This design comes from an exercise in tuning for small area on the open sky130 flow, not from production work. No activity file was given, so power comes from the tool's default toggle rates.

## apb_i2c_master
module apb_i2c_master #(
  parameter int APB_ADDR_WIDTH = 8,
  parameter int CLK_DIV_WIDTH  = 16
) (
  input  logic                      pclk,
  input  logic                      presetn,
  input  logic [APB_ADDR_WIDTH-1:0] paddr,
  input  logic                      psel,
  input  logic                      penable,
  input  logic                      pwrite,
  input  logic [31:0]               pwdata,
  output logic [31:0]               prdata,
  output logic                      pready,
  output logic                      pslverr,
  input  logic                      scl_i,
  output logic                      scl_o,
  output logic                      scl_oe,
  output logic                      sda_o,
  output logic                      sda_oe,
  input  logic                      sda_i,
  output logic                      irq
);
==> flow/config.mk <==
export PLATFORM = sky130hd
export DESIGN_NAME = apb_i2c_master
export DESIGN_NICKNAME = apb_i2c_master
export VERILOG_FILES = /design/flow/design.v
export SDC_FILE = /design/flow/constraint.sdc
export NUM_CORES = 4
export LEC_CHECK = 0
export CAP_MARGIN = 20
export CORE_MARGIN = 2
export CORE_UTILIZATION = 65
export PLACE_DENSITY = 0.8
export SLEW_MARGIN = 20
==> flow/constraint.sdc <==
create_clock -name core_clock -period 10.0 [get_ports {pclk}]
set_input_delay 2.0000 -clock core_clock [delete_from_list [all_inputs] [get_ports {pclk}]]
set_output_delay 2.0000 -clock core_clock [all_outputs]
set_load 0.01 [all_outputs]
standard.sh (not shown) runs the stock make flow with config.mk's settings and CLKGATE_MAP_FILE= SYNTH_SCRIPT=/design/flow/synth_recipe.tcl, a recipe that flattens the netlist after the stock synthesis.
==> flow/flow/run.sh <==
#!/bin/bash
# Standard ORFS layout (the standard.sh) with:
#  - the standard synthesis, whose combinational logic is then re-mapped for
#    area by Yosys/ABC (registers untouched, see flow/resyn.ys);
#  - the smallest drive strength for every logic cell after floorplan, the
#    later repair steps sizing up what timing, slew or capacitance need;
#  - buf_1 port buffers, one tie cell per level, no dummy clock loads.
set -euo pipefail
W=$PWD
R=$W/orfs/results/sky130hd/apb_i2c_master/base
LIB=$FLOW_HOME/platforms/sky130hd/lib/sky130_fd_sc_hd__tt_025C_1v80.lib
bash standard.sh synth > synth.log 2>&1
cp $R/1_2_yosys.v $W/standard_1_2_yosys.v
DU=""
for c in $(sed -n '/^export DONT_USE_CELLS/,/^$/p' $FLOW_HOME/platforms/sky130hd/config.mk | grep -o 'sky130_fd_sc_hd__[a-z0-9_]*'); do DU="$DU -dont_use $c"; done
sed -e "s|@LIB@|$LIB|g" -e "s|@NETLIST@|$W/standard_1_2_yosys.v|" -e "s|@DONTUSE@|$DU|" \
    -e "s|@ABC@|$W/flow/resyn.abc|" -e "s|@OUT@|$W/resyn_1_2_yosys.v|" flow/resyn.ys > $W/resyn_run.ys
yosys -s $W/resyn_run.ys > resyn.log 2>&1
cp $W/resyn_1_2_yosys.v $R/1_2_yosys.v
touch $R/1_2_yosys.v
export BUFFER_PORTS_ARGS="-buffer_cell sky130_fd_sc_hd__buf_1"
export SKIP_REPAIR_TIE_FANOUT=1
export POST_FLOORPLAN_TCL="$W/flow/downsize.tcl"
export CTS_ARGS="-sink_clustering_enable -repair_clock_nets -dont_use_dummy_load -buf_list sky130_fd_sc_hd__clkbuf_4 -root_buf sky130_fd_sc_hd__clkbuf_8 -sink_clustering_size 10 -sink_clustering_max_diameter 60"
bash standard.sh > standard.log 2>&1
Other scripts of this flow, unchanged in this note and not shown: flow/flow/downsize.tcl, flow/flow/resyn.abc, flow/flow/resyn.ys
Rerun with:
--- a/flow/design.v
+++ b/flow/design.v
@@ -98,33 +98,31 @@
       else if (~|sda_filter)
         sda_sync <= 1'b0;
     end
   end
   always_ff @(posedge pclk)
     sda_sync_d <= sda_sync;
   wire start_detect = sda_sync_d & ~sda_sync & scl_sync;
   wire stop_detect  = ~sda_sync_d & sda_sync & scl_sync;
   wire hold_for_stretch = ~scl_drive_low & ~scl_sync;
-  logic                     cnt_clear;
-  logic [CLK_DIV_WIDTH:0]   cnt_borrow;
-  logic [CLK_DIV_WIDTH-1:0] cnt_dec;
-  wire  cnt_run = en & ~hold_for_stretch;
-  assign cnt_borrow[0] = cnt_run;
-  for (genvar i = 0; i < CLK_DIV_WIDTH; i++) begin : g_cnt
-    assign cnt_borrow[i+1] = cnt_borrow[i] & ~clk_cnt[i];
-    assign cnt_dec[i]      = clk_cnt[i] ^ cnt_borrow[i];
-  end
-  wire  cnt_zero = cnt_borrow[CLK_DIV_WIDTH] | (cnt_run & cnt_clear);
-  wire  cnt_load = cnt_run & (st_idle | st_complete | cnt_zero);
   always_ff @(posedge pclk) begin
-    cnt_clear <= ~en | (cnt_load ? ~clk_div_set : cnt_clear);
-    scl_tick  <= cnt_zero & ~st_idle & ~st_complete;
-    clk_cnt   <= cnt_load ? clk_div_reg : cnt_dec;
+    if (!en) begin
+      clk_cnt  <= '0;
+      scl_tick <= 1'b0;
+    end else if (hold_for_stretch) begin
+      scl_tick <= 1'b0;
+    end else if (st_idle || st_complete || clk_cnt == '0) begin
+      clk_cnt  <= clk_div_set ? clk_div_reg : '0;
+      scl_tick <= ~(st_idle || st_complete);
+    end else begin
+      clk_cnt  <= clk_cnt - 1'b1;
+      scl_tick <= 1'b0;
+    end
   end
   always_ff @(posedge pclk or negedge presetn) begin
     if (!presetn)
       bus_busy <= 1'b0;
     else if (!en)
       bus_busy <= 1'b0;
     else if (stop_detect)
       bus_busy <= 1'b0;
     else if (start_detect)
Outcome: The changed run finished clean; utilization increases by 1.1 points; power fell by a little under a tenth; final area rises by a few percent; first-iteration DRC count falls by roughly a tenth; via count grows by a few percent; worst hold slack gains 0.0037 ns; clock power stays flat; global-route usage goes up by 0.87 points; combinational power went down by a quarter to a third; worst setup slack is worse by 0.12 ns; flip-flop and latch count fell by 1; die area increases by a few percent; clock skew increases by 0.0048 ns; critical path depth increases by 1.
Function was not checked in any run of this note: the RTL went through the layout flow alone.

afterwards: timing with drivers on the ports:
No port has a modelled driver above. Below, the same layouts with a new extraction and two added sets of constraints. Step 1, drivers: a clkbuf_16 drives pclk and a buf_2 each remaining input, both assumed. Step 2 also shifts input and output timing later by t, the mid clock arrival at the registers, as if the neighbouring blocks saw the same clock. a / b / c = no drivers / after step 1 / after step 2; a / b = the first two.
| run | t (ns) | slack for setup (ns) | worst data-port slew with drivers (ns) |
|---|---|---|---|
| the first run | 0.380 | 4.022 / 4.002 / 4.002 | 0.04 |
| the second run | 0.388 | 3.904 / 3.884 / 3.884 | 0.03 |
After both steps setup and hold are still met in every run listed.
